Context: an optimization exercise on an open-source flow, tuned for small area, a short achievable clock period and few clock cycles per item. The choices shown serve that exercise and are no tape-out recipe.
Function was checked by simulation only, so behaviour that the tests miss may differ from the original.
Power and IR drop assume default switching activity.

## flow/run.sh

```bash
#!/bin/bash
# Own layout flow: the standard flow (standard.sh), with its synthesis
# script swapped for flow/synth.tcl, which sources the standard script
# synth_recipe.tcl but skips full-adder extraction and maps with flow/map.abc.
set -euo pipefail
work=$(pwd)
export MY_WORK_DIR=$work
export MY_FLOW_DIR=$work/flow
sed -e "s#SYNTH_SCRIPT=[^ ]*#SYNTH_SCRIPT=$work/flow/synth.tcl ADDER_MAP_FILE= BUFFER_PORTS_ARGS=\"-buffer_cell sky130_fd_sc_hd__buf_2\"#" standard.sh > own_standard.sh
bash own_standard.sh > own_flow.log 2>&1
```

## flow/map.abc

```
strash
dch
map -D 1400
topo
stime -c
buffer -c
upsize -c -D 1400
dnsize -c -D 1400
stime -c
```

## flow/map_out.abc

```
strash
dch
map -D 900
topo
stime -c
buffer -c
upsize -c -D 900
dnsize -c -D 900
stime -c
```

## flow/synth.tcl

```tcl
# Standard synthesis (synth_recipe.tcl, sourced unchanged) with two changes made
# from outside it: no full-adder extraction (ADDER_MAP_FILE is left empty on
# make's command line) and ABC technology mapping with delay-driven scripts:
# flow/map_out.abc for the logic between the registers and the outputs, then
# flow/map.abc for the rest.
proc abc {args} {
  set out {}
  set skip 0
  foreach a $args {
    if {$skip} { set skip 0; continue }
    if {$a eq "-script" || $a eq "-D"} { set skip 1; continue }
    lappend out $a
  }
  set dir $::env(MY_FLOW_DIR)
  if {[file exists $dir/map_out.abc]} {
    yosys select -set outcone o:* %ci*:-sky130_fd_sc_hd__edfxtp_1:-sky130_fd_sc_hd__dfrtp_1:-sky130_fd_sc_hd__dfxtp_1 t:\$_* %i
    puts "abc override: output cone with $dir/map_out.abc"
    yosys abc -script $dir/map_out.abc {*}$out @outcone
  }
  puts "abc override: rest with $dir/map.abc"
  yosys abc -script $dir/map.abc {*}$out
}
source $::env(MY_WORK_DIR)/synth_recipe.tcl
```

## standard.sh

```bash
#!/bin/bash
# synth_recipe.tcl (not shown) runs the flow's synth.tcl, then flattens the netlist and writes it again
# the make line also repeats each setting of config.mk as NAME=value (left out here)
make -C /OpenROAD-flow-scripts/flow DESIGN_CONFIG=/design/flow/config.mk WORK_HOME=/design/flow/orfs CLKGATE_MAP_FILE= SYNTH_SCRIPT=/design/flow/synth_recipe.tcl "${@:-finish}"
```

## config.mk

```make
export PLATFORM = sky130hd
export DESIGN_NAME = mult8
export DESIGN_NICKNAME = mult8
export VERILOG_FILES = /design/flow/design.v
export SDC_FILE = /design/flow/constraint.sdc
export NUM_CORES = 4
export LEC_CHECK = 0
export CAP_MARGIN = 20
export CORE_MARGIN = 2
export CORE_UTILIZATION = 40
export GPL_TIMING_DRIVEN = 0
export PLACE_DENSITY = 0.6
export SLEW_MARGIN = 20
```

## constraint.sdc

```tcl
create_clock -name core_clock -period 5.0 [get_ports {clk}]
set_input_delay 1.0000 -clock core_clock [delete_from_list [all_inputs] [get_ports {clk}]]
set_output_delay 1.0000 -clock core_clock [all_outputs]
set_load 0.01 [all_outputs]
```

## design.v

```verilog
module mult8(clk, nRST, c_ALL, m_busy, a_data, b_data, mult_out, m_finish);
input clk;
input nRST;
input c_ALL;
input m_busy;
input [7:0] a_data;
input [7:0] b_data;
output m_finish;
reg m_finish;
output [15:0] mult_out;
wire bo_0;
wire bt_0;
wire bn_0;
wire pp_0_0;
wire pp_0_1;
wire pp_0_2;
wire pp_0_3;
wire pp_0_4;
wire pp_0_5;
wire pp_0_6;
wire pp_0_7;
wire pe_0;
wire bo_1;
wire bt_1;
wire bn_1;
wire pp_1_0;
wire pp_1_1;
wire pp_1_2;
wire pp_1_3;
wire pp_1_4;
wire pp_1_5;
wire pp_1_6;
wire pp_1_7;
wire pe_1;
wire bo_2;
wire bt_2;
wire bn_2;
wire pp_2_0;
wire pp_2_1;
wire pp_2_2;
wire pp_2_3;
wire pp_2_4;
wire pp_2_5;
wire pp_2_6;
wire pp_2_7;
wire pe_2;
wire bo_3;
wire bt_3;
wire bn_3;
wire pp_3_0;
wire pp_3_1;
wire pp_3_2;
wire pp_3_3;
wire pp_3_4;
wire pp_3_5;
wire pp_3_6;
wire pp_3_7;
wire pe_3;
wire s1;
wire c2;
wire s3;
wire c4;
wire s5;
wire c6;
wire s7;
wire c8;
wire s9;
wire c10;
wire s11;
wire c12;
wire s13;
wire c14;
wire s15;
wire c16;
wire s17;
wire c18;
wire s19;
wire c20;
wire s21;
wire c22;
wire s23;
wire c24;
wire s25;
wire c26;
wire s27;
wire c28;
wire s29;
wire c30;
wire s31;
wire c32;
wire s33;
wire c34;
wire s35;
wire c36;
wire s37;
wire c38;
wire s39;
wire c40;
wire s41;
wire c42;
wire s43;
wire c44;
wire s45;
wire c46;
wire s47;
wire c48;
wire [15:0] row_a, row_b;
assign bo_0 = b_data[0] ^ 1'b0;
assign bt_0 = (b_data[1] & ~b_data[0] & ~1'b0) | (~b_data[1] & b_data[0] & 1'b0);
assign bn_0 = b_data[1];
assign pp_0_0 = ((bo_0 & a_data[0]) | (bt_0 & 1'b0)) ^ bn_0;
assign pp_0_1 = ((bo_0 & a_data[1]) | (bt_0 & a_data[0])) ^ bn_0;
assign pp_0_2 = ((bo_0 & a_data[2]) | (bt_0 & a_data[1])) ^ bn_0;
assign pp_0_3 = ((bo_0 & a_data[3]) | (bt_0 & a_data[2])) ^ bn_0;
assign pp_0_4 = ((bo_0 & a_data[4]) | (bt_0 & a_data[3])) ^ bn_0;
assign pp_0_5 = ((bo_0 & a_data[5]) | (bt_0 & a_data[4])) ^ bn_0;
assign pp_0_6 = ((bo_0 & a_data[6]) | (bt_0 & a_data[5])) ^ bn_0;
assign pp_0_7 = ((bo_0 & a_data[7]) | (bt_0 & a_data[6])) ^ bn_0;
assign pe_0 = ~(((bo_0 | bt_0) & a_data[7]) ^ bn_0);
assign bo_1 = b_data[2] ^ b_data[1];
assign bt_1 = (b_data[3] & ~b_data[2] & ~b_data[1]) | (~b_data[3] & b_data[2] & b_data[1]);
assign bn_1 = b_data[3];
assign pp_1_0 = ((bo_1 & a_data[0]) | (bt_1 & 1'b0)) ^ bn_1;
assign pp_1_1 = ((bo_1 & a_data[1]) | (bt_1 & a_data[0])) ^ bn_1;
assign pp_1_2 = ((bo_1 & a_data[2]) | (bt_1 & a_data[1])) ^ bn_1;
assign pp_1_3 = ((bo_1 & a_data[3]) | (bt_1 & a_data[2])) ^ bn_1;
assign pp_1_4 = ((bo_1 & a_data[4]) | (bt_1 & a_data[3])) ^ bn_1;
assign pp_1_5 = ((bo_1 & a_data[5]) | (bt_1 & a_data[4])) ^ bn_1;
assign pp_1_6 = ((bo_1 & a_data[6]) | (bt_1 & a_data[5])) ^ bn_1;
assign pp_1_7 = ((bo_1 & a_data[7]) | (bt_1 & a_data[6])) ^ bn_1;
assign pe_1 = ~(((bo_1 | bt_1) & a_data[7]) ^ bn_1);
assign bo_2 = b_data[4] ^ b_data[3];
assign bt_2 = (b_data[5] & ~b_data[4] & ~b_data[3]) | (~b_data[5] & b_data[4] & b_data[3]);
assign bn_2 = b_data[5];
assign pp_2_0 = ((bo_2 & a_data[0]) | (bt_2 & 1'b0)) ^ bn_2;
assign pp_2_1 = ((bo_2 & a_data[1]) | (bt_2 & a_data[0])) ^ bn_2;
assign pp_2_2 = ((bo_2 & a_data[2]) | (bt_2 & a_data[1])) ^ bn_2;
assign pp_2_3 = ((bo_2 & a_data[3]) | (bt_2 & a_data[2])) ^ bn_2;
assign pp_2_4 = ((bo_2 & a_data[4]) | (bt_2 & a_data[3])) ^ bn_2;
assign pp_2_5 = ((bo_2 & a_data[5]) | (bt_2 & a_data[4])) ^ bn_2;
assign pp_2_6 = ((bo_2 & a_data[6]) | (bt_2 & a_data[5])) ^ bn_2;
assign pp_2_7 = ((bo_2 & a_data[7]) | (bt_2 & a_data[6])) ^ bn_2;
assign pe_2 = ~(((bo_2 | bt_2) & a_data[7]) ^ bn_2);
assign bo_3 = b_data[6] ^ b_data[5];
assign bt_3 = (b_data[7] & ~b_data[6] & ~b_data[5]) | (~b_data[7] & b_data[6] & b_data[5]);
assign bn_3 = b_data[7];
assign pp_3_0 = ((bo_3 & a_data[0]) | (bt_3 & 1'b0)) ^ bn_3;
assign pp_3_1 = ((bo_3 & a_data[1]) | (bt_3 & a_data[0])) ^ bn_3;
assign pp_3_2 = ((bo_3 & a_data[2]) | (bt_3 & a_data[1])) ^ bn_3;
assign pp_3_3 = ((bo_3 & a_data[3]) | (bt_3 & a_data[2])) ^ bn_3;
assign pp_3_4 = ((bo_3 & a_data[4]) | (bt_3 & a_data[3])) ^ bn_3;
assign pp_3_5 = ((bo_3 & a_data[5]) | (bt_3 & a_data[4])) ^ bn_3;
assign pp_3_6 = ((bo_3 & a_data[6]) | (bt_3 & a_data[5])) ^ bn_3;
assign pp_3_7 = ((bo_3 & a_data[7]) | (bt_3 & a_data[6])) ^ bn_3;
assign pe_3 = ~(((bo_3 | bt_3) & a_data[7]) ^ bn_3);
assign s1 = pp_0_2 ^ pp_1_0 ^ bn_1;
assign c2 = (pp_0_2 & pp_1_0) | (bn_1 & (pp_0_2 ^ pp_1_0));
assign s3 = pp_0_3 ^ pp_1_1 ^ c2;
assign c4 = (pp_0_3 & pp_1_1) | (c2 & (pp_0_3 ^ pp_1_1));
assign s5 = pp_0_4 ^ pp_1_2 ^ pp_2_0;
assign c6 = (pp_0_4 & pp_1_2) | (pp_2_0 & (pp_0_4 ^ pp_1_2));
assign s7 = bn_2 ^ s5 ^ c4;
assign c8 = (bn_2 & s5) | (c4 & (bn_2 ^ s5));
assign s9 = pp_0_5 ^ pp_1_3 ^ pp_2_1;
assign c10 = (pp_0_5 & pp_1_3) | (pp_2_1 & (pp_0_5 ^ pp_1_3));
assign s11 = c6 ^ s9 ^ c8;
assign c12 = (c6 & s9) | (c8 & (c6 ^ s9));
assign s13 = pp_0_6 ^ pp_1_4 ^ pp_2_2;
assign c14 = (pp_0_6 & pp_1_4) | (pp_2_2 & (pp_0_6 ^ pp_1_4));
assign s15 = pp_3_0 ^ bn_3 ^ c10;
assign c16 = (pp_3_0 & bn_3) | (c10 & (pp_3_0 ^ bn_3));
assign s17 = s13 ^ s15 ^ c12;
assign c18 = (s13 & s15) | (c12 & (s13 ^ s15));
assign s19 = pp_0_7 ^ pp_1_5 ^ pp_2_3;
assign c20 = (pp_0_7 & pp_1_5) | (pp_2_3 & (pp_0_7 ^ pp_1_5));
assign s21 = pp_3_1 ^ c14 ^ s19;
assign c22 = (pp_3_1 & c14) | (s19 & (pp_3_1 ^ c14));
assign s23 = c16 ^ s21 ^ c18;
assign c24 = (c16 & s21) | (c18 & (c16 ^ s21));
assign s25 = 1'b1 ^ pe_0 ^ pp_1_6;
assign c26 = (1'b1 & pe_0) | (pp_1_6 & (1'b1 ^ pe_0));
assign s27 = pp_2_4 ^ pp_3_2 ^ c20;
assign c28 = (pp_2_4 & pp_3_2) | (c20 & (pp_2_4 ^ pp_3_2));
assign s29 = s25 ^ c22 ^ s27;
assign c30 = (s25 & c22) | (s27 & (s25 ^ c22));
assign s31 = 1'b1 ^ pp_1_7 ^ pp_2_5;
assign c32 = (1'b1 & pp_1_7) | (pp_2_5 & (1'b1 ^ pp_1_7));
assign s33 = pp_3_3 ^ c26 ^ s31;
assign c34 = (pp_3_3 & c26) | (s31 & (pp_3_3 ^ c26));
assign s35 = c28 ^ s33 ^ c30;
assign c36 = (c28 & s33) | (c30 & (c28 ^ s33));
assign s37 = pe_1 ^ pp_2_6 ^ pp_3_4;
assign c38 = (pe_1 & pp_2_6) | (pp_3_4 & (pe_1 ^ pp_2_6));
assign s39 = c32 ^ s37 ^ c34;
assign c40 = (c32 & s37) | (c34 & (c32 ^ s37));
assign s41 = 1'b1 ^ pp_2_7 ^ pp_3_5;
assign c42 = (1'b1 & pp_2_7) | (pp_3_5 & (1'b1 ^ pp_2_7));
assign s43 = c38 ^ s41 ^ c40;
assign c44 = (c38 & s41) | (c40 & (c38 ^ s41));
assign s45 = pe_2 ^ pp_3_6 ^ c42;
assign c46 = (pe_2 & pp_3_6) | (c42 & (pe_2 ^ pp_3_6));
assign s47 = 1'b1 ^ pp_3_7 ^ c46;
assign c48 = (1'b1 & pp_3_7) | (c46 & (1'b1 ^ pp_3_7));
assign row_a = {1'b1, pe_3, s47, c44, s43, c36, s35, c24, s23, s17, s11, s7, s3, s1, pp_0_1, pp_0_0};
assign row_b = {1'b0, c48, 1'b0, s45, 1'b0, s39, 1'b0, s29, 1'b0, 1'b0, 1'b0, 1'b0, 1'b0, 1'b0, 1'b0, bn_0};
wire [6:0] lo_sum;
assign lo_sum[6:0] = row_a[5:0] + row_b[5:0];
reg [5:0] lo_q;
reg lo_c;
reg [8:0] hi_a;
reg [3:0] hi_b;
always @(posedge clk or negedge nRST)
begin
    if(nRST == 1'b0)
        m_finish <= 1'b0;
    else if(c_ALL == 1'b1)
        m_finish <= 1'b0;
    else if(m_busy == 1'b0)
        m_finish <= 1'b1;
end
always @(posedge clk)
begin
    if(m_busy == 1'b0)
    begin
        lo_q <= lo_sum[5:0];
        lo_c <= lo_sum[6];
        hi_a <= {row_a[14], row_a[13], row_a[12], row_a[11], row_a[10], row_a[9], row_a[8], row_a[7], row_a[6]};
        hi_b <= {row_b[14], row_b[12], row_b[10], row_b[8]};
    end
end
assign mult_out[5:0] = lo_q;
assign mult_out[15:6] = {1'b1, hi_a[8], hi_a[7], hi_a[6], hi_a[5], hi_a[4], hi_a[3], hi_a[2], hi_a[1], hi_a[0]} + {1'b0, hi_b[3], 1'b0, hi_b[2], 1'b0, hi_b[1], 1'b0, hi_b[0], 1'b0, 1'b0} + lo_c;
endmodule
```

==> flow_summary.yaml, run 1 <==
synthesis:
  yosys_warnings: 1
  yosys_most_used_dff: "edfxtp_1"
  synth_edf_count: 20
  syn_nets: 386
  synth_cell_types: 48
  synth_top_cell_area_share_pct: 23.3
  avgSynthCellArea_um2: 7.06
  synthArstFlopShare_pct: 4.76
  syn_inst: 366
  netlist_area_um2: 2580
  ys_ff_latch: 21
  synth_area_leaders: "edfxtp_1 23%, xor2_1 13%, nand2_1 12%"
  ys_seq_area_share_pct: 24.2
  yosys.area.top_type: "edfxtp_1"
floorplanning:
  die_h_um: 84.4
  num_rows: 29
  coreArea_um2: 6310
  die_w_um: 84.4
  dieArea_um2: 7110
  boundaryPins: 37
  start_util_pct: 40.9
clock_tree:
  postCtsHoldBufs: 0
  clock_latency_ns: 0.26
  cts_sinks: 21
  htreeDepth: 1
  cts.path.max_buffers: 2
  cts_resized: 0
  post-cts-setup-buffers: 0
  root_buffer: "clkbuf_8"
  clkTransAtPathRegs_ns: 0.08
  cts_tree: "yes"
  cts_made_buffers: 3
critical_path:
  worstPathCellList: "buf_2 > inv_2 > nand2_1 > o21ai_4 > o22ai_2 > or2_0 > nand3b_2 > a21boi_2 > nand2_1 > nand4_4 > a21o_1 > o21ai_1 > nand3_1 > nand2_1"
  cp-start-kind: "input pin"
  path_common_cell: "nand2_1"
  end_kind: "flop"
  slowest_stage: "or2_0"
  r2r_slack_ns: 4.37
  cp_top_family: "simple AND/OR/NAND/NOR gates"
  required_ns: 5.03
  r2r_end: "m_finish$_DFFE_PN0P_"
  crit_path_max_fanout: 8
  max_stage_delay_ns: 0.24
  crit_arrival_ns: 2.97
  timing.rr.start: "m_finish$_DFFE_PN0P_"
  ff2ff_path_depth: 2
  worstSetupPathType: "input pin to flop"
  crit_buf_inv: 2
power:
  clockPowerShare_pct: 11.8
  leakagePower_nw: 1.40
  pwr-share-comb_pct: 59.8
  ir_drop_uv: 193
  switching_power_w: 0.000434
  intPower_w: 0.000546
  seqPwrFrac_pct: 28.4
  power_density_nw_per_um2: 339
  sw_frac_of_total_pct: 44.3
outcome:
  status: "complete, no violations"
placed_design:
  gp_congestion: 0.919
  hpwl_mm: 4.51
  dp.cells: 477
  port_buffers: 34
  dp_slack_ns: 1.77
job:
  drv_cap: 0
cells_and_area:
  seq_area_um2: 626
  fill_cells: 687
  layout-drive-gt1-share_pct: 19.6
  syn2layout_area_growth_pct: 12.1
  fin_cells: 481
  nets: 425
  multi_input_area_um2: 1770
  utilization_pct: 45.9
  diodes: 0
sta:
  worstMarginPinSlew_ns: 0.787
  finalHoldViolCount: 0
  fmaxAchievable_ghz: 0.340
  finalSetupViolations: 0
  hold_ws_ns: 0.488
  finalCritPeriodShare_pct: 58.9
  fin_ws_ns: 2.06
  min_period_ns: 2.94
  final.setup_skew_ns: 0
  fin_tns_setup_ns: 0
  rsz0062_at_grt: "false"
  max_slew_margin_pct: 47.5
  slew_violations: 0
global_routing:
  grt_max_degree: 22
  antenna_found_initial: 0
  grt_pass1_vias: 2242
  grt_pass1_wl_mm: 9.74
  gr-total-overflow: 0
  grt_usage_pct: 16.1
route:
  wire_per_inst_um: 11.5
  num_vias: 2440
  drc: 0
  drt-total-wl_mm: 5.52
  viasPerCell: 5.07
  drtIter0Drc: 81
  firstDrtPassIters: 4
  drt.antenna.violating_nets: 0
worst_hold_path:
  hold_class: "input pin to async pin"
## cell usage in the layout, fill, tap and decap left out, types with 3 or more instances in the layout
cell type  count
inv_1         35
o22ai_2        4
clkbuf_8       3
nand2_1       83
buf_2         37
nand3_1       28
xnor2_1        8
a21o_1         5
nand2_2        7
inv_2          6
o21ai_0        6
or2_2          3
a21oi_1       17
o21ai_2        3
edfxtp_1      20
nor2_1        34
o22ai_1       23
xor2_1        39
nand3b_1       4
## through the flow
step | instance area [um2] | total power (W)
final | 2900 | 0.000980
after global routing | 2900 | 0.00108
after CTS | 2900 | 0.000989
after detailed placement | 2850 | 0.000873
after global placement | 2850 | 0.000859
after floorplan | 2580 | 0.000737
## worst max-delay path by stage
stage,from,to,slack (ns),depth (start not counted)
after global placement,b_data[3],hi_a[4]$_DFFE_PN_,1.82,14
final,b_data[3],hi_a[4]$_DFFE_PN_,2.06,14
after CTS,b_data[3],hi_a[4]$_DFFE_PN_,2.05,14
after floorplan,b_data[1],hi_a[2]$_DFFE_PN_,2.14,13
after global routing,b_data[7],hi_a[1]$_DFFE_PN_,1.79,14
after detailed placement,b_data[3],hi_a[4]$_DFFE_PN_,1.77,14
## power by group through the flow
| stage | Combinational (W) | Clock [W] | Sequential [W] |
|---|---|---|---|
| global route | 0.000668 | 0.000124 | 0.000285 |
| CTS | 0.000591 | 0.000119 | 0.000279 |
| floorplan | 0.000453 | 0 | 0.000284 |
| finish | 0.000586 | 0.000115 | 0.000279 |
| detailed placement | 0.000590 | 0 | 0.000283 |
| global placement | 0.000578 | 0 | 0.000281 |
## final cells by class
class | instances | share of cell area, %
Sequential cell | 21 | 21.6
Buffer | 4 | 0.908
Clock buffer | 3 | 1.43
Tap cell | 77 | 3.33
Timing Repair Buffer | 34 | 5.88
Clock inverter | 1 | 0.173
Multi-Input combinational cell | 299 | 61.1
Inverter | 42 | 5.53
## flip-flops by register name, indices dropped and copies added, names as in the netlist
register  cells
hi_a          9
lo_q          6
hi_b          4
lo_c          1
m_finish      1
## cells by family after synthesis
family / after synthesis / share of synthesized area, %
AND/OR/NAND/NOR: 175 / 31.6
AO/OA/AOI/OAI: 77 / 21.0
XOR/XNOR: 47 / 15.9
buffers and inverters: 46 / 7.22
flip-flops: 21 / 24.2
## routing by layer
| layer | track usage [%] | share of wire, % | up-vias |
|---|---|---|---|
| li1 | - | - | 1322 |
| met1 | 22.1 | 49 | 1065 |
| met2 | 26.8 | 46 | 48 |
| met3 | 1.77 | 3.6 | 5 |
| met4 | 4.62 | 1.2 | 0 |
| met5 | 0 | 0 | - |
## synth_stat cells, types with 2 or more instances
cell type	count
a211oi_1	2
a21boi_2	2
a21o_1	5
a21oi_1	17
and2_1	2
buf_2	3
edfxtp_1	20
inv_1	35
inv_2	6
nand2_1	83
nand2_2	7
nand3_1	28
nand3b_1	4
nand4_1	2
nor2_1	34
nor3_1	2
o211a_1	2
o21a_1	2
o21ai_0	6
o21ai_1	2
o21ai_2	3
o22ai_1	23
o22ai_2	4
or2_2	3
xnor2_1	8
xor2_1	39
Testbench counts, summed over its fixed seeds: cycles 3,200, items 3,200.
==> inputs of run 2 (changes only) <==
==> flow/map.abc (replaced) <==
strash
dch
map -D 1600
topo
stime -c
buffer -c
upsize -c -D 1600
dnsize -c -D 1600
stime -c
--- a/config.mk
+++ b/config.mk
@@ -11,3 +11,4 @@
 export GPL_TIMING_DRIVEN = 0
 export PLACE_DENSITY = 0.6
+export SETUP_SLACK_MARGIN = 2.2
 export SLEW_MARGIN = 20
==> flow_summary.yaml, run 2 <==
global_routing:
  grt_max_degree: 22
  gr-total-overflow: 0
  grt_pass1_vias: 1977
  grt_pass1_wl_mm: 8.59
  grt_usage_pct: 15.8
  antenna_found_initial: 0
route:
  drt.antenna.violating_nets: 0
  drtIter0Drc: 73
  firstDrtPassIters: 6
  drt-total-wl_mm: 5.38
  wire_per_inst_um: 11.7
  num_vias: 2283
  drc: 0
  viasPerCell: 4.97
clock_tree:
  cts.path.max_buffers: 2
  htreeDepth: 1
  root_buffer: "clkbuf_8"
  cts_sinks: 21
  clkTransAtPathRegs_ns: 0.08
  cts_tree: "yes"
  clock_latency_ns: 0.26
  cts_made_buffers: 3
job:
  drv_cap: 0
synthesis:
  synth_cell_types: 49
  yosys_warnings: 1
  syn_nets: 343
  yosys.area.top_type: "edfxtp_1"
  synth_area_leaders: "edfxtp_1 24%, xor2_1 13%, nand2_1 9.6%"
  yosys_most_used_dff: "edfxtp_1"
  synthArstFlopShare_pct: 4.76
  synth_most_common_cell: "nand2_1"
  synth_top_cell_area_share_pct: 24.3
  synth_common_cells: "63 x nand2_1, 38 x xor2_1, 29 x nor2_1, 28 x inv_1, 25 x o22ai_1"
  avgSynthCellArea_um2: 7.64
  ys_seq_area_share_pct: 25.3
  syn_inst: 323
  synth_edf_count: 20
  ys_ff_latch: 21
  netlist_area_um2: 2470
sta:
  fmaxAchievable_ghz: 0.351
  rsz0062_at_grt: "true"
  min_period_ns: 2.85
  finalCritPeriodShare_pct: 56.9
  finalSetupViolations: 0
  fin_tns_setup_ns: 0
  max_slew_margin_pct: 49.0
  finalHoldViolCount: 0
  final.setup_skew_ns: 0
  slew_violations: 0
  fin_ws_ns: 2.15
  worstMarginPinSlew_ns: 0.764
cells_and_area:
  mostFrequentLayoutCell: "nand2_1"
  layout-drive-gt1-share_pct: 38.3
  nets: 405
  largest_reg_flops: 9
  top_regs: "hi_a x9, lo_q x6, hi_b x4"
  diodes: 0
  syn2layout_area_growth_pct: 33.4
  largest-register: "hi_a"
  final_cell_mix: "58 x nand2_1, 34 x xor2_1, 31 x buf_2"
  fill_cells: 587
placed_design:
  hpwl_mm: 4.00
  port_buffers: 34
  dp_slack_ns: 1.80
  gp_congestion: 0.863
critical_path:
  cp-start-kind: "input pin"
  path_depth: 13
  crit_buf_inv: 4
  end_kind: "flop"
  worstPathCellList: "buf_12 > clkinv_8 > o21ai_4 > buf_12 > o22ai_4 > xor2_2 > xor2_1 > xnor2_1 > a21o_1 > a21oi_2 > buf_4 > o22ai_2 > nand2_1"
  cp_top_family: "compound AO/OA/AOI/OAI gates"
  crit_arrival_ns: 2.87
  crit_path_max_fanout: 5
  required_ns: 5.02
  worstSetupPathType: "input pin to flop"
  max_stage_delay_ns: 0.26
  slowest_stage: "xnor2_1"
  path_common_cell: "buf_12"
  ff2ff_path_depth: 2
floorplanning:
  num_rows: 28
  boundaryPins: 37
  die_w_um: 82.6
  coreArea_um2: 5960
  start_util_pct: 41.4
  dieArea_um2: 6820
  die_h_um: 82.6
power:
  ir_drop_uv: 172
  leakagePower_nw: 1.50
  power_density_nw_per_um2: 349
worst_hold_path:
  hold_class: "input pin to async pin"
outcome:
  status: "complete, no violations"
-- run 2: cell types whose count changed in the layout (fill, tap and decap cells not counted), sizes merged, moves of 4 or more --
| cell | change |
|---|---|
| xnor2 | +7 |
| a21oi | -9 |
| buf | +22 |
| nor2 | -5 |
| nand3 | -7 |
| inv | -12 |
| clkinvlp | +4 |
| nand2 | -19 |
| or2 | +6 |
-- run 2: routing by layer --
| metal | vias to the layer above | part of all wire (%) | GRT usage, % |
|---|---|---|---|
| met5 | - | 0 | 0 |
| met4 | 0 | 1.4 | 5.25 |
| met3 | 7 | 2.7 | 1.30 |
| met2 | 44 | 49 | 26.0 |
| met1 | 1017 | 47 | 21.7 |
| li1 | 1215 | - | - |
-- run 2: final cells by class --
type                       instances  area [um2]  share of cell area (%)
timing repair buffer              57         383                    11.6
multi-input combinational        263        1910                    58.1
buffer                             4        62.6                    1.90
clock inverter                     1        5.00                   0.152
tap                               75        93.8                    2.85
sequential                        21         626                    19.0
clock buffer                       3        41.3                    1.25
inverter                          35         169                    5.13
-- run 2: repair_timing --
action                                  in CTS  in global routing
gates resized for setup                     18                 38
endpoints found under the setup margin       9                 13
buffers inserted                            10                 13
hold buffers                                 0                  0
pin swaps                                   15                 19
-- run 2: worst paths after layout --
path	slack (ns)	start	end
worst max-delay path	2.15	b_data[3]	hi_a[1]$_DFFE_PN_
worst min-delay path	0.49	nRST	m_finish$_DFFE_PN0P_
worst max register to register	4.37	m_finish$_DFFE_PN0P_	m_finish$_DFFE_PN0P_
worst min register to register	0.50	m_finish$_DFFE_PN0P_	m_finish$_DFFE_PN0P_
max in group asynchronous	4.43	nRST	m_finish$_DFFE_PN0P_
min in group core_clock	0.50	m_finish$_DFFE_PN0P_	m_finish$_DFFE_PN0P_
-- run 2: logic make-up (layout without fill, tap and decap cells) --
kind of cell,Yosys count,in the layout,synth area share (%)
and+or+nand+nor,147,147,29.0
AOI/OAI and AO/OA,62,62,18.1
xor gates and xnor gates,54,54,20.7
buffers and inverters,39,100,6.84
DFF,21,21,25.3
-- run 2: power by group --
| group | internal, W | switching [W] |
|---|---|---|
| sequential | 0.000266 | 0.0000278 |
| combinational | 0.000328 | 0.000412 |
| clock | 0.0000556 | 0.0000581 |
| total | 0.000650 | 0.000498 |
-- run 2: metrics by stage --
stage / std cells / hold WS, ns / total power [W] / instance area (um2) / util, %
2_1_floorplan: 323 / 0.535 / 0.000803 / 2550 / -
3_3_place_gp: 432 / 0.475 / 0.000932 / 2820 / 47.3
3_5_place_dp: 432 / 0.488 / 0.000943 / 2820 / 47.3
4_1_cts: 446 / 0.492 / 0.00109 / 3020 / 50.7
5_1_grt: 459 / 0.483 / 0.00125 / 3290 / 55.3
6_report: 459 / 0.490 / 0.00115 / 3290 / 55.3
==> inputs of run 3 (changes only) <==
--- a/config.mk
+++ b/config.mk
@@ -11,4 +11,3 @@
 export GPL_TIMING_DRIVEN = 0
 export PLACE_DENSITY = 0.6
-export SETUP_SLACK_MARGIN = 2.2
 export SLEW_MARGIN = 20
==> flow_summary.yaml, run 3 <==
critical_path:
  cp_top_family: "XOR/XNOR gates"
  slowest_stage: "xnor2_2"
  timing.rr.start: "m_finish$_DFFE_PN0P_"
  max_stage_delay_ns: 0.38
  worstSetupPathType: "input pin to flop"
  crit_arrival_ns: 3.00
  worstPathCellList: "buf_2 > buf_4 > xnor2_2 > nor2_1 > xor2_1 > o21bai_1 > nand3_1 > nand2_2 > o21ai_1 > nand3_1 > nand2_1 > a21oi_1 > o21bai_1"
  crit_path_max_fanout: 10
  required_ns: 5.02
  r2r_end: "m_finish$_DFFE_PN0P_"
  end_kind: "flop"
  ff2ff_path_depth: 2
  r2r_slack_ns: 4.35
  crit_buf_inv: 2
  cp-start-kind: "input pin"
  path_depth: 13
job:
  drv_cap: 0
sta:
  finalSetupViolations: 0
  worstMarginPinSlew_ns: 0.801
  finalHoldViolCount: 0
  rsz0062_at_grt: "false"
  final.setup_skew_ns: 0
  finalCritPeriodShare_pct: 59.5
  min_period_ns: 2.98
  max_slew_margin_pct: 46.6
  slew_violations: 0
  fmaxAchievable_ghz: 0.336
  fin_tns_setup_ns: 0
floorplanning:
  coreArea_um2: 5960
  num_rows: 28
  die_w_um: 82.6
  die_h_um: 82.6
  start_util_pct: 41.4
  dieArea_um2: 6820
  boundaryPins: 37
clock_tree:
  root_buffer: "clkbuf_8"
  clock_latency_ns: 0.27
  cts_sinks: 21
  cts.path.max_buffers: 2
  postCtsHoldBufs: 0
  cts_made_buffers: 3
  cts_tree: "yes"
  post-cts-setup-buffers: 0
  cts_resized: 0
  clkTransAtPathRegs_ns: 0.08
  htreeDepth: 1
cells_and_area:
  design_area_um2: 2780
  largest_reg_flops: 9
  syn2layout_area_growth_pct: 12.5
  layout-drive-gt1-share_pct: 23.5
  mostFrequentLayoutCell: "nand2_1"
  final_cell_mix: "63 x nand2_1, 38 x xor2_1, 35 x buf_2"
  nets: 382
  largest-register: "hi_a"
  diodes: 0
  top_regs: "hi_a x9, lo_q x6, hi_b x4"
placed_design:
  gp_congestion: 0.935
  port_buffers: 34
  placed_area_um2: 2730
  hpwl_mm: 3.94
synthesis:
  synth_most_common_cell: "nand2_1"
  synth_top_cell_area_share_pct: 24.3
  syn_nets: 343
  ys_ff_latch: 21
  netlist_area_um2: 2470
  synth_cell_types: 49
  synth_common_cells: "63 x nand2_1, 38 x xor2_1, 29 x nor2_1, 28 x inv_1, 25 x o22ai_1"
  yosys.area.top_type: "edfxtp_1"
  synth_edf_count: 20
  syn_inst: 323
  synth_area_leaders: "edfxtp_1 24%, xor2_1 13%, nand2_1 9.6%"
  synthArstFlopShare_pct: 4.76
  yosys_warnings: 1
  yosys_most_used_dff: "edfxtp_1"
  avgSynthCellArea_um2: 7.64
  ys_seq_area_share_pct: 25.3
worst_hold_path:
  hold_class: "input pin to async pin"
global_routing:
  grt_pass1_wl_mm: 8.31
  grt_pass1_vias: 1950
  gr-total-overflow: 0
  globalRouteMet2Util_pct: 28.4
  top_usage_layer: "met2"
  met1_usage_pct: 19.0
  grt_max_degree: 22
  grt_usage_pct: 15.7
  grtUsageMet3_pct: 1.20
  antenna_found_initial: 0
outcome:
  status: "complete, no violations"
route:
  drt.antenna.violating_nets: 0
  drt-total-wl_mm: 4.84
  viasPerCell: 4.93
  num_vias: 2148
  drtIter0Drc: 82
  wire_per_inst_um: 11.1
  drc: 0
  firstDrtPassIters: 4
power:
  ir_drop_uv: 194
  power_density_nw_per_um2: 372
  leakagePower_nw: 1.33
## run 3: changes by cell type in the layout (fill, tap and decap cells not counted), sizes merged
cell      delta
buf         -22
clkinv       -2
clkinvlp     -4
inv          +5
## run 3: cell type report
cell class                      instances  area [um2]
Sequential cell                        21         626
Timing Repair Buffer                   34         170
Tap cell                               75        93.8
Multi-Input combinational cell        263        1670
Inverter                               35         134
Fill cell                             616        3180
Clock buffer                            4        45.0
Buffer                                  4        35.0
## run 3: report_power, final
part           total [W]  switching (W)  internal, W  leakage (nW)
clock           0.000117      0.0000600    0.0000570        0.0228
combinational   0.000625       0.000362     0.000263          1.10
sequential      0.000293      0.0000265     0.000266         0.208
## run 3: cell families (layout without fill, tap and decap cells)
kind of cell | Yosys count | after routing | synth area share [%]
and+or+nand+nor | 147 | 147 | 29.0
AOI/OAI and AO/OA | 62 | 62 | 18.1
xor gates and xnor gates | 54 | 54 | 20.7
buffers and inverters | 39 | 77 | 6.84
DFF | 21 | 21 | 25.3
## run 3: layer usage
layer / wire (um) / up-vias
met5: 0 / -
met4: 99 / 0
met3: 164 / 7
met2: 2300 / 37
met1: 2270 / 938
li1: - / 1166
## run 3: how the worst max path moves through the flow
| stage | endpoint | startpoint |
|---|---|---|
| floorplan | hi_a[1]$_DFFE_PN_ | b_data[1] |
| global placement | hi_a[2]$_DFFE_PN_ | b_data[3] |
| detailed placement | hi_a[2]$_DFFE_PN_ | b_data[3] |
| finish | hi_a[2]$_DFFE_PN_ | b_data[3] |
| CTS | hi_a[2]$_DFFE_PN_ | b_data[3] |
| global route | hi_a[2]$_DFFE_PN_ | b_data[3] |
## run 3: stage by stage
| stage | hold slack [ns] | utilization, % | worst slack [ns] | std cells | total power (W) |
|---|---|---|---|---|---|
| after global placement | 0.475 | 45.9 | 1.76 | 432 | 0.000917 |
| after detailed placement | 0.493 | 45.9 | 1.74 | 432 | 0.000929 |
| final | 0.485 | 46.6 | 2.02 | 436 | 0.00103 |
| after floorplan | 0.535 | - | 2.11 | 323 | 0.000790 |
| after global routing | 0.483 | 46.6 | 1.71 | 436 | 0.00115 |
| after CTS | 0.486 | 46.6 | 2.02 | 436 | 0.00104 |
## run 3: worst register-to-register path: stages, from the launching register on
cell,delay (ns)
dfrtp_1,0.38
nor2_1,0.11
nor2_1,0.05
==> inputs of run 4 (changes only) <==
==> flow/map.abc (replaced) <==
strash
dch
map -D 1800
topo
stime -c
buffer -c
upsize -c -D 1800
dnsize -c -D 1800
stime -c
==> flow_summary.yaml, run 4 <==
outcome:
  status: "complete, no violations"
cells_and_area:
  nets: 369
  final_cell_mix: "63 x nand2_1, 44 x xor2_1, 34 x buf_2"
  layout-drive-gt1-share_pct: 22.4
  largest-register: "hi_a"
  largest_reg_flops: 9
  diodes: 0
  fill_cells: 571
  mostFrequentLayoutCell: "nand2_1"
  utilization_pct: 47.4
  syn2layout_area_growth_pct: 12.7
  design_area_um2: 2660
  top_regs: "hi_a x9, lo_q x6, hi_b x4"
sta:
  max_slew_margin_pct: 50.6
  final.setup_skew_ns: 0
  slew_violations: 0
  rsz0062_at_grt: "false"
  min_period_ns: 3.17
  fin_tns_setup_ns: 0
  hold_ws_ns: 0.502
  finalHoldViolCount: 0
  finalSetupViolations: 0
  worstMarginPinSlew_ns: 0.740
  fmaxAchievable_ghz: 0.316
  finalCritPeriodShare_pct: 63.3
clock_tree:
  cts_sinks: 21
  clock_latency_ns: 0.25
  cts_tree: "yes"
  clkTransAtPathRegs_ns: 0.07
  post-cts-setup-buffers: 0
  cts.path.max_buffers: 2
  postCtsHoldBufs: 0
  cts_made_buffers: 3
  cts_resized: 0
  root_buffer: "clkbuf_8"
  htreeDepth: 1
synthesis:
  ys_ff_latch: 21
  synth_top_cell_area_share_pct: 25.5
  synthArstFlopShare_pct: 4.76
  ys_seq_area_share_pct: 26.5
  synth_common_cells: "63 x nand2_1, 44 x xor2_1, 29 x nor2_1, 25 x inv_1, 25 x o22ai_1"
  synth_edf_count: 20
  yosys_most_used_dff: "edfxtp_1"
  synth_area_leaders: "edfxtp_1 25%, xor2_1 16%, nand2_1 10%"
  syn_inst: 311
  synth_cell_types: 41
  netlist_area_um2: 2360
  yosys_warnings: 1
  synth_most_common_cell: "nand2_1"
  syn_nets: 331
  avgSynthCellArea_um2: 7.59
  yosys.area.top_type: "edfxtp_1"
placed_design:
  port_buffers: 33
  hpwl_mm: 3.55
  gp_congestion: 0.832
  placed_area_um2: 2620
global_routing:
  grt_max_degree: 22
  gr-total-overflow: 0
  grt_pass1_wl_mm: 7.69
  antenna_found_initial: 0
  grt_usage_pct: 14.5
  grt_pass1_vias: 1785
route:
  viasPerCell: 4.77
  drtIter0Drc: 87
  drc: 0
  firstDrtPassIters: 4
  drt-total-wl_mm: 4.36
  drt.antenna.violating_nets: 0
  wire_per_inst_um: 10.4
  num_vias: 2002
power:
  leakagePower_nw: 1.25
  power_density_nw_per_um2: 392
  seqPwrFrac_pct: 29.1
  switching_power_w: 0.000444
  clockPowerShare_pct: 10.3
  intPower_w: 0.000600
  sw_frac_of_total_pct: 42.5
  pwr-share-comb_pct: 60.6
  ir_drop_uv: 215
floorplanning:
  num_rows: 27
  dieArea_um2: 6530
  coreArea_um2: 5610
  boundaryPins: 37
  die_h_um: 80.8
  start_util_pct: 42.1
  die_w_um: 80.8
critical_path:
  end_kind: "flop"
  crit_path_max_fanout: 7
  worstSetupPathType: "input pin to flop"
  cp-start-kind: "input pin"
  required_ns: 5.02
  crit_arrival_ns: 3.18
job:
  drv_cap: 0
worst_hold_path:
  hold_class: "input pin to async pin"
==> run 4: area by class of cell <==
type / count / area [um2] / share of cell area (%)
tap: 72 / 90.1 / 3.39
timing repair buffer: 33 / 165 / 6.21
sequential: 21 / 626 / 23.5
clock buffer: 4 / 45.0 / 1.69
inverter: 33 / 126 / 4.75
multi-input combinational: 253 / 1580 / 59.3
buffer: 4 / 31.3 / 1.18
==> run 4: logic make-up after synthesis <==
| kind of cell | Yosys count | synth area share, % |
|---|---|---|
| compound gates | 51 | 14.6 |
| xor+xnor | 62 | 24.4 |
| buf+inv | 37 | 6.68 |
| flops | 21 | 26.5 |
| simple gates | 140 | 27.8 |
==> run 4: power groups by stage <==
stage,logic (W),clock network (W),registers (W)
finish,0.000632,0.000107,0.000304
CTS,0.000640,0.000111,0.000304
global route,0.000722,0.000117,0.000313
detailed placement,0.000638,0,0.000308
global placement,0.000629,0,0.000306
floorplan,0.000496,0,0.000309
==> run 4: worst paths after layout <==
kind | endpoint | cells past startpoint | slack (ns) | startpoint
max | hi_a[1]$_DFFE_PN_ | 12 | 1.83 | b_data[5]
min | m_finish$_DFFE_PN0P_ | 1 | 0.50 | nRST
max reg2reg | m_finish$_DFFE_PN0P_ | 2 | 4.37 | m_finish$_DFFE_PN0P_
min reg2reg | m_finish$_DFFE_PN0P_ | 2 | 0.50 | m_finish$_DFFE_PN0P_
max in group asynchronous | m_finish$_DFFE_PN0P_ | 1 | 4.41 | nRST
min in group core_clock | m_finish$_DFFE_PN0P_ | 2 | 0.50 | m_finish$_DFFE_PN0P_
==> run 4: metrics by stage <==
step	cells	worst slack (ns)	total power (W)
after floorplan	311	1.88	0.000805
after global placement	416	1.58	0.000935
after detailed placement	416	1.58	0.000946
after CTS	420	1.85	0.00106
after global routing	420	1.57	0.00115
final	420	1.83	0.00104
==> run 4: routing by layer <==
metal,part of all wire [%],GRT usage (%)
met1,53,21.1
met2,42,23.4
met3,3.5,0.667
met4,1.1,4.41
met5,0,0
==> run 4: critical path: stages <==
cell and delay [ns]:
buf_2 0.09, clkinv_1 0.22, o21ai_1 0.49, o22ai_1 0.14
xor2_1 0.23, nand3_1 0.10, nand2_1 0.12, xnor2_1 0.16
xor2_1 0.23, xor2_1 0.24, a21o_1 0.11, nand2_1 0.04
==> inputs of run 5 (changes only) <==
--- a/flow/run.sh
+++ b/flow/run.sh
@@ -7,4 +7,4 @@
 export MY_WORK_DIR=$work
 export MY_FLOW_DIR=$work/flow
-sed -e "s#SYNTH_SCRIPT=[^ ]*#SYNTH_SCRIPT=$work/flow/synth.tcl ADDER_MAP_FILE= BUFFER_PORTS_ARGS=\"-buffer_cell sky130_fd_sc_hd__buf_2\"#" standard.sh > own_standard.sh
+sed -e "s#SYNTH_SCRIPT=[^ ]*#SYNTH_SCRIPT=$work/flow/synth.tcl ADDER_MAP_FILE= BUFFER_PORTS_ARGS=\"-buffer_cell sky130_fd_sc_hd__buf_1\"#" standard.sh > own_standard.sh
 bash own_standard.sh > own_flow.log 2>&1
==> flow/map.abc (replaced) <==
strash
dch
map -D 1600
topo
stime -c
buffer -c
upsize -c -D 1600
dnsize -c -D 1600
stime -c
==> flow_summary.yaml, run 5 <==
global_routing:
  gr-total-overflow: 0
  grt_pass1_vias: 1908
  grt_max_degree: 22
  grt_usage_pct: 15.7
  antenna_found_initial: 0
  grt_pass1_wl_mm: 8.35
synthesis:
  synth_most_common_cell: "nand2_1"
  yosys.area.top_type: "edfxtp_1"
  synth_top_cell_area_share_pct: 24.3
  synth_area_leaders: "edfxtp_1 24%, xor2_1 13%, nand2_1 9.6%"
  yosys_warnings: 1
  synth_edf_count: 20
  synthArstFlopShare_pct: 4.76
  netlist_area_um2: 2470
  yosys_most_used_dff: "edfxtp_1"
  syn_nets: 343
  ys_ff_latch: 21
  ys_seq_area_share_pct: 25.3
  syn_inst: 323
  avgSynthCellArea_um2: 7.64
  synth_common_cells: "63 x nand2_1, 38 x xor2_1, 29 x nor2_1, 28 x inv_1, 25 x o22ai_1"
  synth_cell_types: 49
clock_tree:
  cts_resized: 0
  root_buffer: "clkbuf_8"
  post-cts-setup-buffers: 0
  cts.path.max_buffers: 2
  clkTransAtPathRegs_ns: 0.08
  cts_sinks: 21
  cts_tree: "yes"
  clock_latency_ns: 0.27
  htreeDepth: 1
  cts_made_buffers: 3
  postCtsHoldBufs: 0
sta:
  slew_violations: 0
  worstMarginPinSlew_ns: 0.787
  finalCritPeriodShare_pct: 59.6
  finalSetupViolations: 0
  min_period_ns: 2.98
  max_slew_margin_pct: 47.5
  fmaxAchievable_ghz: 0.336
  finalHoldViolCount: 0
  fin_tns_setup_ns: 0
  final.setup_skew_ns: 0
  rsz0062_at_grt: "false"
cells_and_area:
  nets: 382
  largest-register: "hi_a"
  design_area_um2: 2740
  layout-drive-gt1-share_pct: 14.4
  mostFrequentLayoutCell: "nand2_1"
  top_regs: "hi_a x9, lo_q x6, hi_b x4"
  syn2layout_area_growth_pct: 10.8
  diodes: 0
  largest_reg_flops: 9
  final_cell_mix: "63 x nand2_1, 38 x xor2_1, 34 x buf_1"
critical_path:
  cp-start-kind: "input pin"
  crit_buf_inv: 2
  cp_top_family: "XOR/XNOR gates"
  crit_arrival_ns: 3.01
  crit_path_max_fanout: 10
  end_kind: "flop"
  worstSetupPathType: "input pin to flop"
  slowest_stage: "xnor2_2"
  required_ns: 5.03
  max_stage_delay_ns: 0.36
  worstPathCellList: "buf_1 > buf_4 > xnor2_2 > nor2_1 > xor2_1 > o21bai_1 > nand3_1 > nand2_2 > o21ai_1 > nand3_1 > nand2_1 > a21oi_1 > o21bai_1"
outcome:
  status: "complete, no violations"
route:
  firstDrtPassIters: 4
  drt-total-wl_mm: 4.91
  viasPerCell: 4.97
  num_vias: 2168
  wire_per_inst_um: 11.3
  drc: 0
  drtIter0Drc: 73
  drt.antenna.violating_nets: 0
floorplanning:
  die_w_um: 82.6
  num_rows: 28
  dieArea_um2: 6820
  die_h_um: 82.6
  start_util_pct: 41.4
  boundaryPins: 37
  coreArea_um2: 5960
placed_design:
  gp_congestion: 0.927
  placed_area_um2: 2690
  hpwl_mm: 4.00
  port_buffers: 34
worst_hold_path:
  hold_class: "input pin to async pin"
power:
  ir_drop_uv: 205
  power_density_nw_per_um2: 373
  leakagePower_nw: 1.24
job:
  drv_cap: 0
run 5: kinds of logic (layout without fill, tap and decap cells):
logic type      Yosys count  in the layout  share of synthesized area, %
simple gates            147            147                          29.0
compound gates           62             62                          18.1
buf+inv                  39             77                          6.84
xor+xnor                 54             54                          20.7
flops                    21             21                          25.3
run 5: cell type report:
class | instances | area, um2
plain buffers | 4 | 35.0
clock buffers | 3 | 41.3
clock inverters | 1 | 5.00
fillers | 641 | 3220
inverters | 35 | 134
multi-input cells | 263 | 1670
flip-flops and latches | 21 | 626
well taps | 75 | 93.8
repair buffers | 34 | 128
run 5: routing by layer:
layer	routed length (um)	up-vias	GRT usage (%)	share of wire, %
met1	2250	961	20.3	46
met2	2420	38	27.3	49
met4	93	0	5.90	1.9
met5	0	-	0	0
met3	145	6	1.30	3.0
li1	-	1163	-	-
run 5: worst reg2reg max path, cell delays in order (launching register included):
cell and delay [ns]:
dfrtp_1 0.38, nor2_1 0.10, nor2_1 0.05
run 5: worst paths after layout:
path                                            from              endpoint  slack, ns  cells after the start
worst max-delay path                       b_data[3]     hi_a[2]$_DFFE_PN_       2.02                     13
worst min register to register  m_finish$_DFFE_PN0P_  m_finish$_DFFE_PN0P_       0.51                      2
worst min-delay path                            nRST  m_finish$_DFFE_PN0P_       0.48                      1
min in group core_clock         m_finish$_DFFE_PN0P_  m_finish$_DFFE_PN0P_       0.51                      2
worst max register to register  m_finish$_DFFE_PN0P_  m_finish$_DFFE_PN0P_       4.36                      2
max in group asynchronous                       nRST  m_finish$_DFFE_PN0P_       4.43                      1
run 5: through the flow:
| step | worst slack (ns) | total power (W) | hold WS [ns] | util, % | std cells |
|---|---|---|---|---|---|
| detailed placement | 1.76 | 0.000914 | 0.498 | 45.2 | 432 |
| floorplan | 2.11 | 0.000790 | 0.535 | - | 323 |
| CTS | 2.04 | 0.00103 | 0.475 | 45.9 | 436 |
| global placement | 1.77 | 0.000899 | 0.479 | 45.2 | 432 |
| global route | 1.74 | 0.00113 | 0.483 | 45.9 | 436 |
| finish | 2.02 | 0.00102 | 0.476 | 45.9 | 436 |
run 5: report_power, final:
group          internal [W]  switching, W
clock network     0.0000558     0.0000608
registers          0.000266     0.0000267
logic              0.000242      0.000369
total              0.000564      0.000457
==> inputs of run 6 (changes only) <==
==> flow/map_out.abc (replaced) <==
strash
dch
map -D 1200
topo
stime -c
buffer -c
upsize -c -D 1200
dnsize -c -D 1200
stime -c
==> flow_summary.yaml, run 6 <==
cells_and_area:
  fin_cells: 431
  layout-drive-gt1-share_pct: 11.5
  syn2layout_area_growth_pct: 11.0
  utilization_pct: 45.7
  largest_reg_flops: 9
  nets: 377
  diodes: 0
  largest-register: "hi_a"
  top_regs: "hi_a x9, lo_q x6, hi_b x4"
  mostFrequentLayoutCell: "nand2_1"
  fill_cells: 604
  seq_area_um2: 626
  multi_input_area_um2: 1640
  final_cell_mix: "65 x nand2_1, 38 x xor2_1, 34 x buf_1"
sta:
  rsz0062_at_grt: "false"
  hold_ws_ns: 0.484
  finalHoldViolCount: 0
  fmaxAchievable_ghz: 0.337
  fin_tns_setup_ns: 0
  max_slew_margin_pct: 49.0
  finalCritPeriodShare_pct: 59.3
  min_period_ns: 2.97
  slew_violations: 0
  finalSetupViolations: 0
  final.setup_skew_ns: 0
  worstMarginPinSlew_ns: 0.764
floorplanning:
  start_util_pct: 41.2
  coreArea_um2: 5890
  dieArea_um2: 6690
  die_h_um: 81.8
  die_w_um: 81.8
  boundaryPins: 37
  num_rows: 28
route:
  drtIter0Drc: 76
  drt.antenna.violating_nets: 0
  num_vias: 2111
  drc: 0
  wire_per_inst_um: 11.0
  firstDrtPassIters: 4
  viasPerCell: 4.90
  drt-total-wl_mm: 4.72
synthesis:
  synth_xor_xnor_area_share_pct: 21.1
  synth_edf_count: 20
  syn_inst: 318
  ys_ff_latch: 21
  yosys_most_used_dff: "edfxtp_1"
  synthArstFlopShare_pct: 4.76
  yosys.area.top_type: "edfxtp_1"
  synth_area_leaders: "edfxtp_1 25%, xor2_1 14%, nand2_1 10%"
  netlist_area_um2: 2420
  yosys-mux-area-fraction_pct: 0
  synth_compound_area_share_pct: 18.2
  synth_most_common_cell: "nand2_1"
  synth_top_family_by_area: "simple AND/OR/NAND/NOR gates"
  syn_nets: 338
  synthSimpleGateAreaFrac_pct: 28.6
  synth_common_cells: "65 x nand2_1, 38 x xor2_1, 27 x nor2_1, 26 x inv_1, 25 x o22ai_1"
  yosys_warnings: 1
  ys_seq_area_share_pct: 25.8
  synth_cell_types: 45
  synth_top_cell_area_share_pct: 24.8
  yosys.area_share.adder_pct: 0
  avgSynthCellArea_um2: 7.62
placed_design:
  hpwl_mm: 3.83
  gp_congestion: 0.821
  port_buffers: 34
  dp.cells: 427
power:
  ir_drop_uv: 136
  power_density_nw_per_um2: 368
  leakagePower_nw: 1.22
critical_path:
  crit_path_max_fanout: 10
  crit_arrival_ns: 2.99
  r2r_slack_ns: 4.37
  cp-start-kind: "input pin"
  required_ns: 5.02
  worstSetupPathType: "input pin to flop"
  end_kind: "flop"
clock_tree:
  cts_sinks: 21
  cts_tree: "yes"
  root_buffer: "clkbuf_8"
  clkTransAtPathRegs_ns: 0.08
  post-cts-setup-buffers: 0
  cts_made_buffers: 3
  clock_latency_ns: 0.26
  cts.path.max_buffers: 2
  htreeDepth: 1
  postCtsHoldBufs: 0
  cts_resized: 0
global_routing:
  antenna_found_initial: 0
  gr-total-overflow: 0
  grt_pass1_wl_mm: 8.19
  grt_usage_pct: 15.6
  grt_pass1_vias: 1902
  grt_max_degree: 22
job:
  drv_cap: 0
worst_hold_path:
  hold_class: "input pin to async pin"
outcome:
  status: "complete, no violations"
==> run 6: stage by stage <==
step / setup WS, ns / cell area (um2) / power, W
2_1_floorplan: 2.11 / 2420 / 0.000763
3_3_place_gp: 1.76 / 2640 / 0.000878
3_5_place_dp: 1.76 / 2640 / 0.000888
4_1_cts: 2.03 / 2690 / 0.000998
5_1_grt: 1.73 / 2690 / 0.00110
6_report: 2.03 / 2690 / 0.000990
==> run 6: cell type report <==
type | count | area share [%]
Clock buffer | 4 | 1.68
Multi-Input combinational cell | 262 | 61.1
Sequential cell | 21 | 23.3
Inverter | 31 | 4.42
Tap cell | 75 | 3.49
Buffer | 4 | 1.30
Timing Repair Buffer | 34 | 4.75
==> run 6: worst max-delay path: stages <==
cell     delay (ns)
buf_1          0.11
buf_4          0.20
nor2_1         0.08
o21ai_2        0.30
o22ai_1        0.13
xor2_1         0.22
nand3_2        0.14
nand2_1        0.10
nand2_1        0.07
a21o_1         0.21
a21oi_1        0.22
nor2_1         0.08
nand3_1        0.08
nand2_1        0.05
==> run 6: where the power goes <==
| part | internal, W | leakage, nW | switching [W] |
|---|---|---|---|
| clock network | 0.0000568 | 0.0228 | 0.0000532 |
| logic | 0.000234 | 0.985 | 0.000356 |
| registers | 0.000266 | 0.208 | 0.0000246 |
==> run 6: cell families after synthesis <==
| logic type | count (synthesis) |
|---|---|
| compound gates | 63 |
| xor+xnor | 54 |
| flops | 21 |
| buf+inv | 35 |
| simple gates | 145 |
==> run 6: final timing paths <==
check / end / cells after the start / startpoint
worst max-delay path: hi_a[1]$_DFFE_PN_ / 14 / b_data[3]
worst min-delay path: m_finish$_DFFE_PN0P_ / 1 / nRST
worst max register to register: m_finish$_DFFE_PN0P_ / 2 / m_finish$_DFFE_PN0P_
worst min register to register: m_finish$_DFFE_PN0P_ / 2 / m_finish$_DFFE_PN0P_
max in group asynchronous: m_finish$_DFFE_PN0P_ / 1 / nRST
min in group core_clock: m_finish$_DFFE_PN0P_ / 2 / m_finish$_DFFE_PN0P_
==> run 6: routing by layer <==
metal / part of all wire [%] / vias up / GRT usage (%) / routed length [um]
li1: - / 1153 / - / -
met1: 50 / 921 / 21.2 / 2350
met2: 46 / 31 / 26.2 / 2160
met3: 3.0 / 6 / 1.32 / 140
met4: 1.4 / 0 / 5.00 / 68
met5: 0 / - / 0 / 0
==> inputs of run 7 (changes only) <==
--- a/config.mk
+++ b/config.mk
@@ -8,6 +8,6 @@
 export CAP_MARGIN = 20
 export CORE_MARGIN = 2
-export CORE_UTILIZATION = 40
+export CORE_UTILIZATION = 65
 export GPL_TIMING_DRIVEN = 0
-export PLACE_DENSITY = 0.6
+export PLACE_DENSITY = 0.75
 export SLEW_MARGIN = 20
==> flow_summary.yaml, run 7 <==
outcome:
  status: "complete, no violations"
cells_and_area:
  largest-register: "hi_a"
  syn2layout_area_growth_pct: 9.61
  layout-drive-gt1-share_pct: 11.5
  mostFrequentLayoutCell: "nand2_1"
  fill_cells: 323
  nets: 377
  diodes: 0
  final_cell_mix: "65 x nand2_1, 38 x xor2_1, 34 x buf_1"
  top_regs: "hi_a x9, lo_q x6, hi_b x4"
  largest_reg_flops: 9
clock_tree:
  cts_resized: 0
  cts.path.max_buffers: 2
  root_buffer: "clkbuf_8"
  cts_tree: "yes"
  postCtsHoldBufs: 0
  htreeDepth: 1
  cts_sinks: 21
  clock_latency_ns: 0.26
  post-cts-setup-buffers: 0
  clkTransAtPathRegs_ns: 0.08
  cts_made_buffers: 3
job:
  drv_cap: 0
synthesis:
  yosys_warnings: 1
  synth_edf_count: 20
  avgSynthCellArea_um2: 7.62
  yosys.area.top_type: "edfxtp_1"
  yosys_most_used_dff: "edfxtp_1"
  ys_ff_latch: 21
  synth_most_common_cell: "nand2_1"
  syn_nets: 338
  synth_top_cell_area_share_pct: 24.8
  ys_seq_area_share_pct: 25.8
  synth_cell_types: 45
  syn_inst: 318
  netlist_area_um2: 2420
  synth_area_leaders: "edfxtp_1 25%, xor2_1 14%, nand2_1 10%"
  synthArstFlopShare_pct: 4.76
  synth_common_cells: "65 x nand2_1, 38 x xor2_1, 27 x nor2_1, 26 x inv_1, 25 x o22ai_1"
critical_path:
  timing.rr.start: "m_finish$_DFFE_PN0P_"
  ff2ff_path_depth: 2
  r2r_end: "m_finish$_DFFE_PN0P_"
  crit_arrival_ns: 3.06
  required_ns: 5.01
  crit_path_max_fanout: 10
  r2r_slack_ns: 4.35
  worstSetupStartpoint: "b_data[3]"
  cp-start-kind: "input pin"
  end_kind: "flop"
  critPathCapture: "hi_a[2]$_DFFE_PN_"
  worstSetupPathType: "input pin to flop"
floorplanning:
  start_util_pct: 66.7
  die_w_um: 65.0
  boundaryPins: 37
  coreArea_um2: 3630
  die_h_um: 65.0
  dieArea_um2: 4230
  num_rows: 22
sta:
  fmaxAchievable_ghz: 0.328
  slew_violations: 0
  finalHoldViolCount: 0
  final.setup_skew_ns: 0
  finalSetupViolations: 0
  worstMarginPinSlew_ns: 0.775
  max_slew_margin_pct: 48.3
  min_period_ns: 3.05
  finalCritPeriodShare_pct: 60.9
  fin_tns_setup_ns: 0
  rsz0062_at_grt: "false"
worst_hold_path:
  hold_class: "input pin to async pin"
power:
  sw_frac_of_total_pct: 44.0
  power_density_nw_per_um2: 375
  intPower_w: 0.000557
  switching_power_w: 0.000438
  pwr-share-comb_pct: 59.5
  seqPwrFrac_pct: 29.3
  ir_drop_uv: 136
  p_total_w: 0.000995
  leakagePower_nw: 1.22
  clockPowerShare_pct: 11.2
route:
  firstDrtPassIters: 4
  drt-total-wl_mm: 4.75
  drc: 0
  wire_per_inst_um: 11.8
  drtIter0Drc: 94
  num_vias: 2193
  viasPerCell: 5.43
  drt.antenna.violating_nets: 0
global_routing:
  grt_pass1_vias: 1993
  grt_usage_pct: 24.0
  grt_max_degree: 22
  antenna_found_initial: 0
  gr-total-overflow: 0
  grt_pass1_wl_mm: 8.18
placed_design:
  gp_congestion: 0.883
  hpwl_mm: 3.83
  port_buffers: 34
## run 7: worst max-delay path: stages
cell and delay (ns):
buf_1 0.09, buf_4 0.18, xnor2_2 0.37, nor2_1 0.09, xor2_1 0.30, o21bai_1 0.19
nand3_1 0.18, nand2_2 0.15, o21ai_1 0.07, nand3_1 0.11, nand2_1 0.09, a21oi_1 0.15
o21bai_1 0.07
## run 7: metrics by stage
step / area (um2) / std cells / setup WS (ns) / hold WS (ns) / util (%)
floorplan: 2420 / 318 / 2.11 / 0.535 / -
global placement: 2610 / 400 / 1.83 / 0.482 / 71.8
detailed placement: 2610 / 400 / 1.72 / 0.508 / 71.8
CTS: 2660 / 404 / 1.99 / 0.490 / 73.1
global route: 2660 / 404 / 1.82 / 0.482 / 73.1
finish: 2660 / 404 / 1.95 / 0.488 / 73.1
## run 7: worst min-delay path by stage
stage	start	to	slack, ns	cells past startpoint
floorplan	m_finish$_DFFE_PN0P_	m_finish$_DFFE_PN0P_	0.54	2
global placement	m_finish$_DFFE_PN0P_	m_finish$_DFFE_PN0P_	0.48	2
detailed placement	m_finish$_DFFE_PN0P_	m_finish$_DFFE_PN0P_	0.51	2
CTS	nRST	m_finish$_DFFE_PN0P_	0.49	1
global route	nRST	m_finish$_DFFE_PN0P_	0.48	1
finish	nRST	m_finish$_DFFE_PN0P_	0.49	1
## run 7: kinds of logic (layout without fill, tap and decap cells)
family / Yosys count / after routing / synth area share [%]
AND/OR/NAND/NOR: 145 / 145 / 28.6
AO/OA/AOI/OAI: 63 / 63 / 18.2
XOR/XNOR: 54 / 54 / 21.1
buffers and inverters: 35 / 73 / 6.35
flip-flops: 21 / 21 / 25.8
## run 7: power by group through the flow
stage	Sequential (W)	Clock, W	Combinational [W]
5_1_grt	0.000297	0.000118	0.000664
3_5_place_dp	0.000296	0	0.000589
2_1_floorplan	0.000296	0	0.000467
4_1_cts	0.000292	0.000109	0.000592
6_report	0.000292	0.000111	0.000592
3_3_place_gp	0.000293	0	0.000571
## run 7: area by class of cell
cell class,count,area (um2),area share [%]
flip-flops and latches,21,626,23.6
inverters,31,119,4.48
well taps,48,60.1,2.26
clock buffers,4,45.0,1.70
repair buffers,34,128,4.81
multi-input cells,262,1640,61.9
plain buffers,4,35.0,1.32
## run 7: per-layer routing
| layer | GRT usage (%) | wire length (um) |
|---|---|---|
| met5 | 0 | 0 |
| met4 | 8.07 | 110 |
| met3 | 1.04 | 201 |
| met2 | 42.0 | 2180 |
| met1 | 31.9 | 2260 |
==> inputs of run 8 (changes only) <==
--- a/config.mk
+++ b/config.mk
@@ -8,6 +8,8 @@
 export CAP_MARGIN = 20
 export CORE_MARGIN = 2
-export CORE_UTILIZATION = 65
+export CORE_UTILIZATION = 40
+export CTS_BUF_LIST = sky130_fd_sc_hd__clkbuf_4
+export CTS_CLUSTER_SIZE = 8
 export GPL_TIMING_DRIVEN = 0
-export PLACE_DENSITY = 0.75
+export PLACE_DENSITY = 0.6
 export SLEW_MARGIN = 20
==> flow_summary.yaml, run 8 <==
cells_and_area:
  diodes: 0
  mostFrequentLayoutCell: "nand2_1"
  layout-drive-gt1-share_pct: 11.8
  largest-register: "hi_a"
  largest_reg_flops: 9
  nets: 377
  syn2layout_area_growth_pct: 10.4
  final_cell_mix: "65 x nand2_1, 38 x xor2_1, 34 x buf_1"
  top_regs: "hi_a x9, lo_q x6, hi_b x4"
critical_path:
  worstPathCellList: "buf_1 > buf_4 > xnor2_2 > o22ai_1 > xor2_1 > nand3_2 > nand2_1 > nand2_1 > a21o_1 > a21oi_1 > nor2_1 > nand3_1 > nand2_1"
  crit_buf_inv: 2
  critPathCapture: "hi_a[1]$_DFFE_PN_"
  worstSetupPathType: "input pin to flop"
  cp-start-kind: "input pin"
  ff2ff_path_depth: 2
  crit_arrival_ns: 2.99
  end_kind: "flop"
  r2r_slack_ns: 4.36
  required_ns: 5.08
  path_common_cell: "nand2_1"
  crit_path_max_fanout: 10
  cp_top_family: "XOR/XNOR gates"
  timing.rr.start: "m_finish$_DFFE_PN0P_"
  path_depth: 13
  r2r_end: "m_finish$_DFFE_PN0P_"
  slowest_stage: "xnor2_2"
  max_stage_delay_ns: 0.41
  worstSetupStartpoint: "b_data[3]"
floorplanning:
  num_rows: 28
  coreArea_um2: 5890
  boundaryPins: 37
  start_util_pct: 41.2
  die_h_um: 81.8
  dieArea_um2: 6690
  die_w_um: 81.8
synthesis:
  yosys_warnings: 1
  synth_edf_count: 20
  yosys.area.top_type: "edfxtp_1"
  yosys_most_used_dff: "edfxtp_1"
  synth_area_leaders: "edfxtp_1 25%, xor2_1 14%, nand2_1 10%"
  synth_top_cell_area_share_pct: 24.8
  ys_ff_latch: 21
  avgSynthCellArea_um2: 7.62
  synth_most_common_cell: "nand2_1"
  syn_nets: 338
  syn_inst: 318
  ys_seq_area_share_pct: 25.8
  synth_common_cells: "65 x nand2_1, 38 x xor2_1, 27 x nor2_1, 26 x inv_1, 25 x o22ai_1"
  netlist_area_um2: 2420
  synth_cell_types: 45
  synthArstFlopShare_pct: 4.76
global_routing:
  grt_max_degree: 22
  antenna_found_initial: 0
  grt_usage_pct: 15.6
  grt_pass1_wl_mm: 8.18
  gr-total-overflow: 0
  grt_pass1_vias: 1889
power:
  leakagePower_nw: 1.21
  power_density_nw_per_um2: 362
  ir_drop_uv: 137
  p_total_w: 0.000967
placed_design:
  port_buffers: 34
  gp_congestion: 0.821
  hpwl_mm: 3.83
clock_tree:
  cts_tree: "yes"
  postCtsHoldBufs: 0
  clkTransAtPathRegs_ns: 0.12
  post-cts-setup-buffers: 0
  cts.path.max_buffers: 2
  cts_sinks: 21
  htreeDepth: 1
  cts_made_buffers: 3
  clock_latency_ns: 0.31
  root_buffer: "clkbuf_4"
  cts_resized: 0
sta:
  finalHoldViolCount: 0
  rsz0062_at_grt: "false"
  max_slew_margin_pct: 49.1
  finalSetupViolations: 0
  slew_violations: 0
  finalCritPeriodShare_pct: 58.4
  final.setup_skew_ns: 0
  worstMarginPinSlew_ns: 0.763
  fmaxAchievable_ghz: 0.343
  min_period_ns: 2.92
  fin_tns_setup_ns: 0
job:
  drv_cap: 0
route:
  firstDrtPassIters: 4
  drc: 0
  viasPerCell: 4.90
  num_vias: 2111
  drt.antenna.violating_nets: 0
  drtIter0Drc: 79
  drt-total-wl_mm: 4.71
  wire_per_inst_um: 10.9
outcome:
  status: "complete, no violations"
worst_hold_path:
  hold_class: "input pin to async pin"
run 8: cell count changes in the layout (fill, tap and decap cells not counted):
| cell | previous run | this run |
|---|---|---|
| clkbuf_4 | 0 | 4 |
| clkbuf_1 | 1 | 0 |
| clkbuf_8 | 3 | 0 |
run 8: where the power goes:
part | total [W] | internal [W] | switching, W
sequential | 0.000290 | 0.000266 | 0.0000246
clock | 0.0000870 | 0.0000366 | 0.0000505
combinational | 0.000590 | 0.000234 | 0.000356
total | 0.000967 | 0.000536 | 0.000431
run 8: worst min-delay path by stage:
stage / end / cells after the start / slack (ns) / from
after global placement: m_finish$_DFFE_PN0P_ / 2 / 0.48 / m_finish$_DFFE_PN0P_
after detailed placement: m_finish$_DFFE_PN0P_ / 2 / 0.49 / m_finish$_DFFE_PN0P_
after global routing: m_finish$_DFFE_PN0P_ / 1 / 0.40 / nRST
after CTS: m_finish$_DFFE_PN0P_ / 1 / 0.42 / nRST
final: m_finish$_DFFE_PN0P_ / 1 / 0.43 / nRST
after floorplan: m_finish$_DFFE_PN0P_ / 2 / 0.54 / m_finish$_DFFE_PN0P_
run 8: stage by stage:
step	cell area, um2	util [%]	cells	hold WS, ns	setup WS [ns]
2_1_floorplan	2420	-	318	0.535	2.11
3_3_place_gp	2640	44.9	427	0.478	1.76
3_5_place_dp	2640	44.9	427	0.487	1.76
4_1_cts	2670	45.4	431	0.417	2.05
5_1_grt	2670	45.4	431	0.401	1.81
6_report	2670	45.4	431	0.427	2.08
run 8: layer usage:
metal | up-vias | GRT usage, % | routed length (um)
met1 | 927 | 21.2 | 2360
met2 | 27 | 26.0 | 2170
li1 | 1152 | - | -
met3 | 5 | 1.65 | 118
met4 | 0 | 5.00 | 67
met5 | - | 0 | 0
run 8: cell families (layout without fill, tap and decap cells):
logic type,after synthesis,count (layout),share of synthesized area [%]
buffers and inverters,35,73,6.35
AND/OR/NAND/NOR,145,145,28.6
flip-flops,21,21,25.8
AO/OA/AOI/OAI,63,63,18.2
XOR/XNOR,54,54,21.1
run 8: cell type report:
cell class	instances	area, um2
repair buffers	34	128
clock buffers	4	30.0
flip-flops and latches	21	626
well taps	75	93.8
multi-input cells	262	1640
plain buffers	4	35.0
inverters	31	119
fillers	609	3210

-- port drivers added, routing unchanged --
No port has a modelled driver above. Below, the same layouts with a new extraction and two added sets of constraints.
Step 1: set_driving_cell puts a clkbuf_16 on clk and a buf_2 on each other input, an assumption about the parent block.
Step 2, shift: input delay + t, output delay - t, t = (earliest + latest rising clock arrival at the registers) / 2. This alone moves slack from input paths to output paths.
Three values: ideal, step 1, step 2; two values: the first two.
run | t (ns) | slack for setup (ns)
run 1 | 0.291 | 2.055 / 2.064 / 1.773
run 2 | 0.289 | 2.154 / 2.121 / 1.832
run 3 | 0.297 | 2.024 / 2.033 / 1.736
run 4 | 0.278 | 1.833 / 1.839 / 1.561
run 5 | 0.298 | 2.020 / 2.032 / 1.733
run 6 | 0.284 | 2.033 / 2.037 / 1.753
run 7 | 0.282 | 1.955 / 1.960 / 1.678
run 8 | 0.325 | 2.082 / 2.087 / 1.762
After both steps setup and hold are still met in every run listed.
